From an optimization exercise on the open Yosys and OpenROAD flow, aimed at small area, a short achievable clock period and few clock cycles; shortcuts taken in it are not production practice.
The RTL was checked by simulation tests, not by an equivalence proof against the original design.
Power figures rest on the tool's default switching activity, not on a simulated workload.

[flow/config.mk]
export PLATFORM = sky130hd
export DESIGN_NAME = CPU
export DESIGN_NICKNAME = CPU
export VERILOG_FILES = /design/flow/design.v
export SDC_FILE = /design/flow/constraint.sdc
export NUM_CORES = 4
export LEC_CHECK = 0
export CAP_MARGIN = 20
export CORE_MARGIN = 2
export CORE_UTILIZATION = 40
export SLEW_MARGIN = 20
[flow/run.sh]
#!/bin/bash
# synth_recipe.tcl (not shown) runs the flow's synth.tcl, then flattens the netlist and writes it again
# the make line also repeats each setting of config.mk as NAME=value (left out here)
make -C /OpenROAD-flow-scripts/flow DESIGN_CONFIG=/design/flow/config.mk WORK_HOME=/design/flow/orfs CLKGATE_MAP_FILE= SYNTH_SCRIPT=/design/flow/synth_recipe.tcl finish
[flow/constraint.sdc]
create_clock -name core_clock -period 21.0 [get_ports {clk}]
set_input_delay 4.2000 -clock core_clock [delete_from_list [all_inputs] [get_ports {clk}]]
set_output_delay 4.2000 -clock core_clock [all_outputs]
set_load 0.01 [all_outputs]
[flow/design.v]
`timescale 1ns / 1ps
module Mux21_5bit(out, in0, in1, sel);
input [4:0] in0, in1;
input sel;
output reg [4:0] out;
always @(in0 or in1 or sel) begin
	if (sel == 1'b0)
		out = in0;
	else
		out = in1;
end
endmodule
`timescale 1ns / 1ps
module Mux_3_1(out, in00, in01, in10, sel);
input [31:0] in00, in01, in10;
input [1:0] sel;
output reg [31:0] out;
always @(in00 or in01 or in10 or sel) begin
	if (sel == 2'b00)
		out = in00;
	else if (sel == 2'b01)
		out = in01;
	else
		out = in10;
end
endmodule
`timescale 1ns / 1ps
module multiplexer21(a,b,select,out);
input [31:0]a,b;
input  select;
output reg [31:0]out;
always@(*) begin
	if(select) out=a;
	else out =b;
end
endmodule
`timescale 1ns / 1ps
module add4(inp, out);
input [31:0]inp;
output reg [31:0] out;
always@(inp)
	out=inp+4;
endmodule
`timescale 1ns / 1ps
module sign_extend(out, in);
input [15:0] in;
output reg [31:0] out;
always @(in) begin
	out[31:0] = { {16{in[15]}}, in[15:0] };
end
endmodule
`timescale 1ns / 1ps
module shifter(sh_result, op, a, sh_amt);
input signed [31:0] a;
input [2:0] op;
input [4:0] sh_amt;
output reg signed [31:0] sh_result;
always @ (op or a or sh_amt) begin
	sh_result = a;
	if (op == 3'b011) begin
		sh_result = a << sh_amt;
	end else if (op == 3'b100) begin
		sh_result = a >> sh_amt;
	end else if (op == 3'b101) begin
		sh_result = a >>> sh_amt;
	end
end
endmodule
`timescale 1ns / 1ps
module One_Bit_ALU(result, c_out_add, c_out_comp, a, b, sh_result, c_in_add, c_in_comp, op);
input a;
input b;
input sh_result;
input c_in_add;
input c_in_comp;
input [2:0] op;
output reg result;
output reg c_out_add;
output reg c_out_comp;
always @ (a or b or sh_result or c_in_add or c_in_comp or op) begin
	c_out_add = a&b | (a^b) & c_in_add;
	c_out_comp = ~b & c_in_comp;
	if (op == 3'b000) begin
		result = a & b;
	end else if (op == 3'b001) begin
		result = a ^ b;
	end else if (op == 3'b010) begin
		result = a;
	end else if (op == 3'b011) begin
		result = sh_result;
	end else if (op == 3'b100) begin
		result = sh_result;
	end else if (op == 3'b101) begin
		result = sh_result;	
	end else if (op == 3'b110) begin
		result = a ^ b ^ c_in_add;
	end else begin
		result = ~b ^ c_in_comp;
	end
end
endmodule
`timescale 1ns / 1ps
module ALU(result, neg_out, zero_out, carry_out, a, b, sh_amt, op, shift_src, clk, rst);
input [31:0] a;
input [31:0] b;
input [4:0] sh_amt;
input [2:0] op;
input shift_src, clk, rst;
output [31:0] result;
output wire zero_out;
output wire neg_out;
output reg carry_out;
reg zero, neg;
wire carry;
wire [31:0] sh_result, c_add, c_comp;
wire [4:0] sh_in;
Mux21_5bit ShiftSrc(
	.in0(sh_amt),
	.in1(b[4:0]),
	.sel(shift_src),
	.out(sh_in)
);
shifter Shifter (
		.sh_result(sh_result), 
		.op(op), 
		.a(a), 
		.sh_amt(sh_in)
	);
One_Bit_ALU alu0 (result[0], c_add[0], c_comp[0], a[0], b[0], sh_result[0], 1'b0, 1'b1, op),
			alu1  (result[1], c_add[1], c_comp[1], a[1], b[1], sh_result[1], c_add[0], c_comp[0], op),
			alu2  (result[2], c_add[2], c_comp[2], a[2], b[2], sh_result[2], c_add[1], c_comp[1], op),
			alu3  (result[3], c_add[3], c_comp[3], a[3], b[3], sh_result[3], c_add[2], c_comp[2], op),
			alu4  (result[4], c_add[4], c_comp[4], a[4], b[4], sh_result[4], c_add[3], c_comp[3], op),
			alu5  (result[5], c_add[5], c_comp[5], a[5], b[5], sh_result[5], c_add[4], c_comp[4], op),
			alu6  (result[6], c_add[6], c_comp[6], a[6], b[6], sh_result[6], c_add[5], c_comp[5], op),
			alu7  (result[7], c_add[7], c_comp[7], a[7], b[7], sh_result[7], c_add[6], c_comp[6], op),
			alu8  (result[8], c_add[8], c_comp[8], a[8], b[8], sh_result[8], c_add[7], c_comp[7], op),
			alu9  (result[9], c_add[9], c_comp[9], a[9], b[9], sh_result[9], c_add[8], c_comp[8], op),
			alu10 (result[10], c_add[10], c_comp[10], a[10], b[10], sh_result[10], c_add[9], c_comp[9], op),
			alu11 (result[11], c_add[11], c_comp[11], a[11], b[11], sh_result[11], c_add[10], c_comp[10], op),
			alu12 (result[12], c_add[12], c_comp[12], a[12], b[12], sh_result[12], c_add[11], c_comp[11], op),
			alu13 (result[13], c_add[13], c_comp[13], a[13], b[13], sh_result[13], c_add[12], c_comp[12], op),
			alu14 (result[14], c_add[14], c_comp[14], a[14], b[14], sh_result[14], c_add[13], c_comp[13], op),
			alu15 (result[15], c_add[15], c_comp[15], a[15], b[15], sh_result[15], c_add[14], c_comp[14], op),
			alu16 (result[16], c_add[16], c_comp[16], a[16], b[16], sh_result[16], c_add[15], c_comp[15], op),
			alu17 (result[17], c_add[17], c_comp[17], a[17], b[17], sh_result[17], c_add[16], c_comp[16], op),
			alu18 (result[18], c_add[18], c_comp[18], a[18], b[18], sh_result[18], c_add[17], c_comp[17], op),
			alu19 (result[19], c_add[19], c_comp[19], a[19], b[19], sh_result[19], c_add[18], c_comp[18], op),
			alu20 (result[20], c_add[20], c_comp[20], a[20], b[20], sh_result[20], c_add[19], c_comp[19], op),
			alu21 (result[21], c_add[21], c_comp[21], a[21], b[21], sh_result[21], c_add[20], c_comp[20], op),
			alu22 (result[22], c_add[22], c_comp[22], a[22], b[22], sh_result[22], c_add[21], c_comp[21], op),
			alu23 (result[23], c_add[23], c_comp[23], a[23], b[23], sh_result[23], c_add[22], c_comp[22], op),
			alu24 (result[24], c_add[24], c_comp[24], a[24], b[24], sh_result[24], c_add[23], c_comp[23], op),
			alu25 (result[25], c_add[25], c_comp[25], a[25], b[25], sh_result[25], c_add[24], c_comp[24], op),
			alu26 (result[26], c_add[26], c_comp[26], a[26], b[26], sh_result[26], c_add[25], c_comp[25], op),
			alu27 (result[27], c_add[27], c_comp[27], a[27], b[27], sh_result[27], c_add[26], c_comp[26], op),
			alu28 (result[28], c_add[28], c_comp[28], a[28], b[28], sh_result[28], c_add[27], c_comp[27], op),
			alu29 (result[29], c_add[29], c_comp[29], a[29], b[29], sh_result[29], c_add[28], c_comp[28], op),
			alu30 (result[30], c_add[30], c_comp[30], a[30], b[30], sh_result[30], c_add[29], c_comp[29], op),
			alu31 (result[31], carry    , c_comp[31], a[31], b[31], sh_result[31], c_add[30], c_comp[30], op);
always @(a or result) begin
	if (result[31] == 1)
		neg = 1;
	else
		neg = 0;
	if (result == 0)
		zero = 1;
	else
		zero = 0;
end
assign zero_out = zero;
assign neg_out = neg;
always @(posedge clk) begin
	if (rst)
		carry_out <= 1'b0;
	else if (op == 3'b110)
		carry_out <= carry;
end
endmodule
`timescale 1ns / 1ps
module ALU_Control(op, shift_src, ALUOp, func_code);
input [2:0] ALUOp;
input [7:0] func_code;
output reg [2:0] op;
output reg shift_src;
always @ (ALUOp or func_code) begin
    op = 3'b010;
    shift_src = 1'b0;
	if (ALUOp == 3'b000) begin 
        if (func_code == 8'b00000001)
            op = 3'b110;
        else if (func_code == 8'b00000010)
            op = 3'b111;
        else if (func_code == 8'b00000100) begin
            op = 3'b011;
            shift_src = 1'b1;
        end
        else if (func_code == 8'b00001000) begin
            op = 3'b100;
            shift_src = 1'b1;
        end
        else if (func_code == 8'b00010000) begin
            op = 3'b101;
            shift_src = 1'b1;
        end
        else if (func_code == 8'b01000000)
            op = 3'b000;
        else if (func_code == 8'b10000000)
            op = 3'b001;
    end
    else if (ALUOp == 3'b001)
        op = 3'b010;
    else if (ALUOp == 3'b010) begin
        op = 3'b011;
        shift_src = 1'b0;
    end
    else if (ALUOp == 3'b011) begin
        op = 3'b100;
        shift_src = 1'b0;
    end
    else if (ALUOp == 3'b100) begin
        op = 3'b101;
        shift_src = 1'b0;
    end
    else if (ALUOp == 3'b101)
        op = 3'b110;
    else if (ALUOp == 3'b110)
        op = 3'b111;
end
endmodule
`timescale 1ns / 1ps
module control_unit(CondBr,
RegBr,
UncondBr,
MemRead,
MemWrite,
WriteReg,
ALUSrc,
WriteSrc,
RegDst,
UncondControl,
CondControl,
ALUOp,
opCode,
functCode
);
input [5:0] opCode;
input [7:0] functCode;
output reg CondBr, RegBr,UncondBr, MemRead, MemWrite, WriteReg, ALUSrc, RegDst;
output reg [1:0] WriteSrc, UncondControl, CondControl;
output reg [2:0] ALUOp;
always@(opCode or functCode) begin
	if(opCode==6'b000110 || opCode==6'b000111 || opCode==6'b001000)
	CondBr=1'b1;
	else CondBr=1'b0;
	if(opCode==6'b100101 || opCode==6'b100110 || opCode==6'b100111 || opCode==6'b101000)
	UncondBr=1'b1;
	else UncondBr=1'b0;
	if(opCode==6'b000000 && functCode==8'b00100000)
	RegBr=1'b1;
	else RegBr=1'b0;
	if(opCode==6'b100001)
	MemWrite=1'b1;
	else MemWrite=1'b0;
	if(opCode==6'b100000 || opCode==6'b100001)
	MemRead=1'b1;
	else MemRead=1'b0;
	if(opCode==6'b000000)
	begin 
		if(functCode==8'b00100000 || functCode==8'b00000000)
		WriteReg=1'b0;
		else WriteReg=1'b1;
	end
	else if(opCode==6'b100000)
	WriteReg=1'b1;
	else if(opCode==6'b000001)
	WriteReg=1'b1;
	else if(opCode==6'b000010)
	WriteReg=1'b1;
	else if(opCode==6'b000011)
	WriteReg=1'b1;
	else if(opCode==6'b100110)
	WriteReg=1'b1;
	else if(opCode==6'b000100)
	WriteReg=1'b1;
	else if(opCode==6'b000101)
	WriteReg=1'b1;
	else WriteReg=1'b0;
	if(opCode==6'b000000)
	ALUSrc=1'b1;
	else ALUSrc=1'b0;
	if(opCode==6'b100110)
	RegDst=1'b0;
	else RegDst=1'b1;
	if(opCode==6'b000000)
	begin
		WriteSrc=2'b10;
	end
	else if(opCode==6'b100110)
	WriteSrc=2'b00;
	else if(opCode==6'b100000)
	WriteSrc=2'b01;
	else WriteSrc=2'b10;
	if(opCode==6'b100101 || opCode==6'b100110)
	UncondControl=2'b01;
	else if(opCode==6'b100111)
	UncondControl=2'b11;
	else UncondControl=2'b10;
	if(opCode==6'b000110)
	CondControl=2'b10;
	else if(opCode==6'b000111)
	CondControl=2'b11;
	else CondControl=2'b01;
	if(opCode==6'b000000)
	ALUOp=3'b000;
	else if(opCode==6'b100000 || opCode==6'b100001)
	ALUOp=3'b101;
	else if(opCode==6'b000001)
	ALUOp=3'b101;
	else if(opCode==6'b000010)
	ALUOp=3'b110;
	else if(opCode==6'b000011)
	ALUOp=3'b010;
	else if(opCode==6'b000100)
	ALUOp=3'b011;
	else if(opCode==6'b000101)
	ALUOp=3'b100;
	else ALUOp=3'b001;
end
endmodule
`timescale 1ns / 1ps
module branch_mechanism( zero, carry, negative, immediate, pseudo_add, 
			register, pc, uncondBr, condBr, regBr, out, condControl, uncondControl);  
input zero, carry, negative, uncondBr, condBr, regBr;
input [31:0] immediate, register, pc;
input [25:0] pseudo_add;
input [1:0] uncondControl, condControl;
output [31:0] out;
wire [31:0] condOut, uncondOut;
wire condFinal, condPrefinal, uncondFinal, uncondPrefinal  ;
reg [31:0] condAdd, uncondAdd;
multiplexer21 condMux(.a(condAdd),.b(pc),.select(condFinal),.out(condOut));
multiplexer21 uncondMux(.a(uncondAdd),.b(condOut),.select(uncondFinal),.out(uncondOut));
multiplexer21 regMux(.a(register),.b(uncondOut),.select(regBr),.out(out));
always@(pc or immediate)								 
begin
	condAdd=immediate;
	condAdd=condAdd<<2;
	condAdd=pc+condAdd;
end
always@(pseudo_add or pc) begin							 
	uncondAdd=pseudo_add;
	uncondAdd=uncondAdd<<2;
	uncondAdd[31]=pc[31];	uncondAdd[30]=pc[30];		 
	uncondAdd[29]=pc[29];	uncondAdd[28]=pc[28];
end
and condAnd(condFinal, condPrefinal, condBr);
or condOr(condPrefinal, bltz, bnz, bz);
and bltzAnd(bltz, negative, !condControl[0], condControl[1]);
and bzAnd(bz, zero, condControl[0], condControl[1]);
and bnzAnd(bnz, !zero, condControl[0], !condControl[1]);
and uncondAnd(uncondFinal, uncondPrefinal, uncondBr);
or uncondOr(uncondPrefinal, bcy, bncy, blb);
and bncyAnd(bncy,!carry, !uncondControl[0], uncondControl[1]);
and bcyAnd(bcy, carry, uncondControl[0], uncondControl[1]);
and blbAnd(blb, uncondControl[0], !uncondControl[1]);
endmodule
`timescale 1ns / 1ps
module register_file(read_reg1, read_reg2, write_reg, write_data, read_data1, read_data2, write, clk, rst);
input [4:0] read_reg1, read_reg2, write_reg;
input [31:0] write_data;
input write, clk, rst;
output reg [31:0]read_data1, read_data2;
reg [31:0] registers[31:0];
always@(posedge clk) begin
if(rst) 
	begin
		registers[0]<=32'b0;
		registers[1]<=32'b0;
		registers[2]<=32'b0;
		registers[3]<=32'b0;
		registers[3]<=32'b0;
		registers[4]<=32'b0;
		registers[5]<=32'b0;
		registers[6]<=32'b0;
		registers[7]<=32'b0;
		registers[8]<=32'b0;
		registers[9]<=32'b0;
		registers[10]<=32'b0;
		registers[11]<=32'b0;
		registers[12]<=32'b0;
		registers[13]<=32'b0;
		registers[14]<=32'b0;
		registers[15]<=32'b0;
		registers[16]<=32'b0;
		registers[17]<=32'b0;
		registers[18]<=32'b0;
		registers[19]<=32'b0;
		registers[20]<=32'b0;
		registers[21]<=32'b0;
		registers[22]<=32'b0;
		registers[23]<=32'b0;
		registers[24]<=32'b0;
		registers[25]<=32'b0;
		registers[26]<=32'b0;
		registers[27]<=32'b0;
		registers[28]<=32'b0;
		registers[29]<=32'b0;
		registers[30]<=32'b0;
		registers[31]<=32'b0;
	end
	if(!rst && write)
	registers[write_reg]<=write_data;
end
always@(*)
begin
	read_data1=registers[read_reg1];
	read_data2=registers[read_reg2];
end
endmodule
`timescale 1ns / 1ps
module pc(inp, out, clk, rst);
input [31:0]inp;
input clk, rst;
output reg [31:0] out;
always@(posedge clk) begin
	if(rst) 
		out<=0;
	else
		out<=inp;
end
endmodule
`timescale 1ns / 1ps
module CPU(clk, rst, imem_addr, imem_rdata, dmem_addr, dmem_wdata, dmem_we, dmem_rdata);
input clk, rst;
output [31:0] imem_addr;
input [31:0] imem_rdata;
output [9:0] dmem_addr;
output [31:0] dmem_wdata;
output dmem_we;
input [31:0] dmem_rdata;
wire CondBr, RegBr, UncondBr,  ALUSrc, RegDst,ShiftSrc;
wire WriteReg, ALU_Neg, ALU_Zero, ALU_Carry, MemRead, MemWrite;
wire [1:0] WriteSrc, UncondControl, CondControl;
wire [2:0] ALUOp, ALU_C_Out;
wire [4:0] WriteReg_In;
wire [31:0] inst, ALU_In_A, ALU_In_B, ALU_Result, PC_In;
wire [31:0] SignExtend_Out, PC_Out, Add4_Out, WriteData_In, ReadData_1, ReadData_2, DataMemory_Out;
control_unit Control_Unit(CondBr,
                            RegBr,
                            UncondBr,
                            MemRead,
                            MemWrite,
                            WriteReg,
                            ALUSrc,
                            WriteSrc,
                            RegDst,
                            UncondControl,
                            CondControl,
                            ALUOp,
                            inst[31:26],
                            inst[15:8]);
ALU_Control ALUControl (
	.op(ALU_C_Out), 
	.ALUOp(ALUOp), 
	.func_code(inst[15:8]),
	.shift_src(ShiftSrc)
);
ALU AL_Unit (
	.result(ALU_Result), 
	.neg_out(ALU_Neg), 
	.zero_out(ALU_Zero), 
	.carry_out(ALU_Carry), 
	.a(ALU_In_A), 
	.b(ALU_In_B), 
	.sh_amt(inst[20:16]), 
	.op(ALU_C_Out),
	.shift_src(ShiftSrc),
	.clk(clk),
	.rst(rst)
);
multiplexer21 ALUSrcMux1 (
	.a(ReadData_1),
	.b(ReadData_2),
	.select(!MemRead),
	.out(ALU_In_A)
);
multiplexer21 ALUSrcMux2 (
	.a(ReadData_2),
	.b(SignExtend_Out),
	.select(ALUSrc),
	.out(ALU_In_B)
);
Mux21_5bit WriteRegMux (
	.in1(inst[25:21]),
	.in0(5'b11111),
	.sel(RegDst),
	.out(WriteReg_In)
);
Mux_3_1 WriteDataMux (
	.out(WriteData_In), 
	.in00(Add4_Out),
	.in01(DataMemory_Out),
	.in10(ALU_Result), 
	.sel(WriteSrc)
);
register_file RegisterFile (
	.read_reg1(inst[25:21]), 
	.read_reg2(inst[20:16]), 
	.write_reg(WriteReg_In), 
	.write_data(WriteData_In), 
	.read_data1(ReadData_1), 
	.read_data2(ReadData_2), 
	.write(WriteReg), 
	.clk(clk),
	.rst(rst)
);
sign_extend Sign_Extend (
	.out(SignExtend_Out), 
	.in(inst[15:0])
);
branch_mechanism Branch_Unit (
	.zero(ALU_Zero), 
	.carry(ALU_Carry), 
	.negative(ALU_Neg), 
	.immediate(SignExtend_Out), 
	.pseudo_add(inst[25:0]), 
	.register(ReadData_1), 
	.pc(Add4_Out),
	.uncondBr(UncondBr), 
	.condBr(CondBr), 
	.regBr(RegBr), 
	.out(PC_In), 
	.condControl(CondControl), 
	.uncondControl(UncondControl)		
);
pc PC (
	.inp(PC_In), 
	.out(PC_Out), 
	.clk(clk), 
	.rst(rst)
);
add4 Add4(.inp(PC_Out), .out(Add4_Out));
assign imem_addr = PC_Out;
assign inst = imem_rdata;
assign dmem_addr = ALU_Result[9:0];
assign dmem_wdata = ReadData_1;
assign dmem_we = MemWrite;
assign DataMemory_Out = dmem_rdata;
endmodule
==> run summary <==
==> placed cells by master, fill, tap and decap left out, types with 66 or more instances in the layout <==
| master | n |
|---|---|
| mux4_2 | 108 |
| nand2_1 | 158 |
| buf_4 | 433 |
| nor3_1 | 68 |
| inv_1 | 82 |
| o22ai_1 | 203 |
| clkbuf_16 | 114 |
| edfxtp_1 | 1024 |
| a22oi_1 | 319 |
| nand3_1 | 223 |
| clkdlybuf4s50_1 | 134 |
| a21oi_1 | 118 |
| ha_1 | 92 |
| o21ai_0 | 103 |
| nor2_1 | 1232 |
| nand2_2 | 66 |
| mux2i_1 | 963 |
==> flip-flops by register name, indices dropped and copies added (netlist names) <==
| name | flops |
|---|---|
| AL_Unit.carry_out | 1 |
| PC.out | 32 |
| RegisterFile.registers | 1024 |
==> how the worst max path moves through the flow <==
stage	startpoint	end	slack (ns)	cells past startpoint
after floorplan	imem_rdata[23]	PC.out[31]	0.31	55
after global placement	imem_rdata[19]	PC.out[26]	-0.73	54
after detailed placement	imem_rdata[19]	PC.out[5]	-0.87	54
after CTS	imem_rdata[19]	PC.out[4]	0.04	53
after global routing	imem_rdata[20]	PC.out[5]	0.04	55
final	imem_rdata[24]	PC.out[5]	0.33	54
==> layout make-up <==
class	count	area [µm²]
fill	14900	86200
sequential	1057	31400
multi-input combinational	4344	31300
timing repair buffer	587	4990
clock buffer	140	2970
tap	2160	2700
clock inverter	73	691
inverter	83	312
antenna	5	12.5
==> repair_timing <==
item | 4_1_cts | 5_1_grt
setup endpoints to repair | 30 | 62
hold buffers | 0 | 0
endpoints found under the hold margin | 0 | 0
buffers inserted | 0 | 1
pin swaps | 0 | 3
cloned | 0 | 0
gates resized for setup | 1 | 14
==> metrics by stage <==
| step | area (µm²) | std cells | utilization, % |
|---|---|---|---|
| after floorplan | 64700 | 6048 | - |
| after global placement | 70500 | 8226 | 43.9 |
| after detailed placement | 70600 | 8227 | 43.9 |
| after CTS | 74200 | 8440 | 46.2 |
| after global routing | 74400 | 8447 | 46.3 |
| final | 74400 | 8449 | 46.3 |
==> worst min-delay path: stages, from the launching register on <==
cell and delay, ns:
dfxtp_1 0.35, nor2_1 0.12, a211oi_1 0.06
==> cells by family (layout without fill, tap and decap cells) <==
family,after synthesis,in the layout
AO/OA/AOI/OAI,1086,1086
XOR/XNOR,60,60
adder cells (fa/ha/maj),124,124
buffers and inverters,647,883
flip-flops,1057,1057
multiplexers,1078,1078
other,0,5
AND/OR/NAND/NOR,1996,1996
==> power breakdown <==
part	internal, mW	leakage (nW)	switching (mW)
clock network	1.10	1.79	0.901
logic	0.399	15.9	0.948
registers	2.38	10.9	0.0439
==> per-layer routing <==
layer,GRT usage (%),share of wire [%],vias to the layer above
met2,56.9,43,3849
met5,0,0.039,-
met1,49.3,38,28300
li1,-,-,23100
met4,25.4,7.9,20
met3,8.43,11,809
==> run summary <==
Worst setup path
The critical-path maximum fanout is 21. The number of buffers and inverters on the critical path is 6. The largest single stage delay on the critical path is roughly 0.50 ns. The cell with the most instances on the worst path is fa_1. The worst register-to-register path begins at RegisterFile.registers[15][0]. The kind of cell with the highest combined delay on the critical path is adder cells. The critical path in this run is classified as input pin to register. The data required time at the worst endpoint is around 22 ns. The endpoint of the worst-slack reg-to-reg timing path is PC.out[5].

The worst reg-to-reg path cell count is 53. The kind of end point of the critical path is a register. The setup check on the worst reg-to-reg path leaves a slack of roughly 3.5 ns. The worst setup path is launched from an input pin. Among all stages on the critical path, the largest delay is contributed by clkdlybuf4s50_1. The data arrival at the endpoint of the critical path is 21.23 ns.

Synthesis
A synthesized cell averages approximately 11 µm². After synthesis, the share of flip-flops with an asynchronous set or reset is 0%. After synthesis, the largest family of logic cells by area is multiplexers. The multiplexer area fraction after synthesis is between 10% and 20%. The dominant cell type by area after synthesis is edfxtp_1.

After Yosys synthesis, full adders, half adders and majority gates account for around 2.8% of the synthesized area. Yosys attributes the largest share of cell area to edfxtp_1, mux2i_1, nor2_1, mux4_2, a22oi_1. The predominant post-synthesis flop cell is edfxtp_1. The synthesized-area fraction occupied by and/or/nand/nor cells is a little over an eighth. The sequential fraction of the synthesis area is 48.5%. The count of unique library cells instantiated by Yosys is 96.

The synthesized design contains 1,024 enable-type register cells. The post-synthesis share of cell area spent on xor and xnor gates is 0.812%. The number of synthesized register bits is between 1,000 and 1,500. The area of the mapped netlist is approximately 65,000 µm². The synthesis warning total is 19. Synthesis produced a netlist with a net count of a little over 6,000. The most frequently used cell type in the post-synthesis netlist is nor2_1. The area share of the largest cell type after synthesis is roughly 47%.

The post-synthesis instance total is a little over 6,000. Summing the areas of all compound-gate instances in the mapped netlist gives between 10% and 20% of the synthesized area. Sorting the synthesized cells by how often they occur yields nor2_1, edfxtp_1, mux2i_1.

STA
The final clock skew is between 0.1 and 0.15 ns. The worst path meets setup with roughly 0.33 ns of slack. The time the final worst path needs with I/O delays and setup is just over 20 ns. Setup repair after global routing left no endpoint under its margin.

The final number of max-transition violations was 0. Setup total negative slack on the finished layout was measured at 0 ns. The period utilization is a little over nine tenths. Setup violations remaining at the end of the flow were counted as 0. At the pin with the least slew margin, the transition time is around 1.3 ns. The highest achievable clock rate is between 40 and 50 MHz. The final hold violation count is 0. The worst hold slack after final layout is around 0.57 ns. Headroom to the max-slew limit came out at ~11%.

Detailed routing
Dividing the detail-routed via count by the number of cells gives about 6.6. The via count of the routed design is 56,000. In the routed design, unresolved DRC markers number 0. After detailed routing, the average wire length per cell comes to ~38 µm. The post-route antenna net violation count is 0. The total iterations of the first detailed-routing run is 9. Summed over all layers, the routed wires come to about 320,000 µm.

The first routing iteration left between 7,000 and 8,000 violations.

Power
The leakage dissipation is ~29 nW. Power comes to 5.77 mW. VDD sags by at most 0.0744 mV.

The power density over cell area is roughly 78 nW/µm².

Clock tree
The tree built by TritonCTS fans out to between 1,000 and 1,500 sinks. After clock tree synthesis, the clock-pin slew on the worst setup and hold paths is ~0.060 ns. The clock tree synthesis step divided the H-tree into 3 levels. TritonCTS built the clock tree. The clock reaches the later pin of the worst-skew pair after ~0.81 ns.

The total clock buffers created by CTS is between 100 and 150. The buffer depth of the longest clock path is 3. Clock tree synthesis selected as its root buffer the cell clkbuf_16.

Place
Timing analysis after detailed placement gives a worst setup slack of -0.867 ns. The quantity of I/O buffers inserted on ports is 140. The last weighted congestion value of the routability-driven placer is between 1 and 1.5. The estimated wirelength of the detail-placed design is approximately 220,000 µm.

GRT
The aggregate global-route resource usage is a little under two fifths. The via count of the first global-routing pass is 53,400. The initial antenna violation count is 19. The maximum number of pins on one net before global-route repair is 94.

The total overflow left after global routing is 0. The wire length of the first global-routing pass is ~440,000 µm.

Floorplanning
Row generation in the floorplan step produced ~150 rows. Once the floorplan was initialized, standard cells occupied about two fifths of the core. The die covers between 150,000 and 200,000 µm².

The vertical die dimension is 406 µm. The floorplan step set the die width to between 400 and 500 µm. In this run the standard cell core region covers 161,000 µm². For this design the top-level I/O count stands at 141.

Hold path
For hold timing, the worst endpoint is AL_Unit.carry_out. The min-delay analysis places its worst path in the category register to register. The worst hold path begins at AL_Unit.carry_out.

Along the worst hold path, the cell count comes to 2.

Finish
At the end of the flow, the number of nets in the layout was between 6,000 and 7,000. The area growth from synthesis to final layout is 14.9%. The layout cell share with drive strength beyond 1 is between 10 and 15%.

Status
The run finished with no timing, DRC or antenna violations.

Job
The max-cap violation count is 0.
Testbench counts, summed over its fixed seeds: cycles 40,198.

separate check: timing with driven ports:
How much do the figures lean on ideal ports? The routed layout below was timed once more, with nothing changed but the port constraints. Step 1, drivers: a clkbuf_16 drives clk and a buf_2 each remaining input, both assumed. Step 2 adds t to the input delays and takes it off the output delays; t is the mean of the earliest and latest rising clock arrival at the registers after step 1. Input paths then give back, and output paths get back, about the clock's delay inside the block. a / b / c = ideal ports / drivers / drivers and shift; a / b = the first two.
shift t [ns]: 0.848
setup slack, ns: 0.333 / 0.385 / -0.462
clock arrival spread, ns: 0.105 / 0.105
slew at the worst register clock pin (ns): 0.07 / 0.07
worst slew at a driven data input, ns: 0.13
With both steps, setup timing fails in this run, where it was met with ideal ports. The setup slack of this run moves by +0.052 ns with the drivers and by -0.795 ns with both steps.
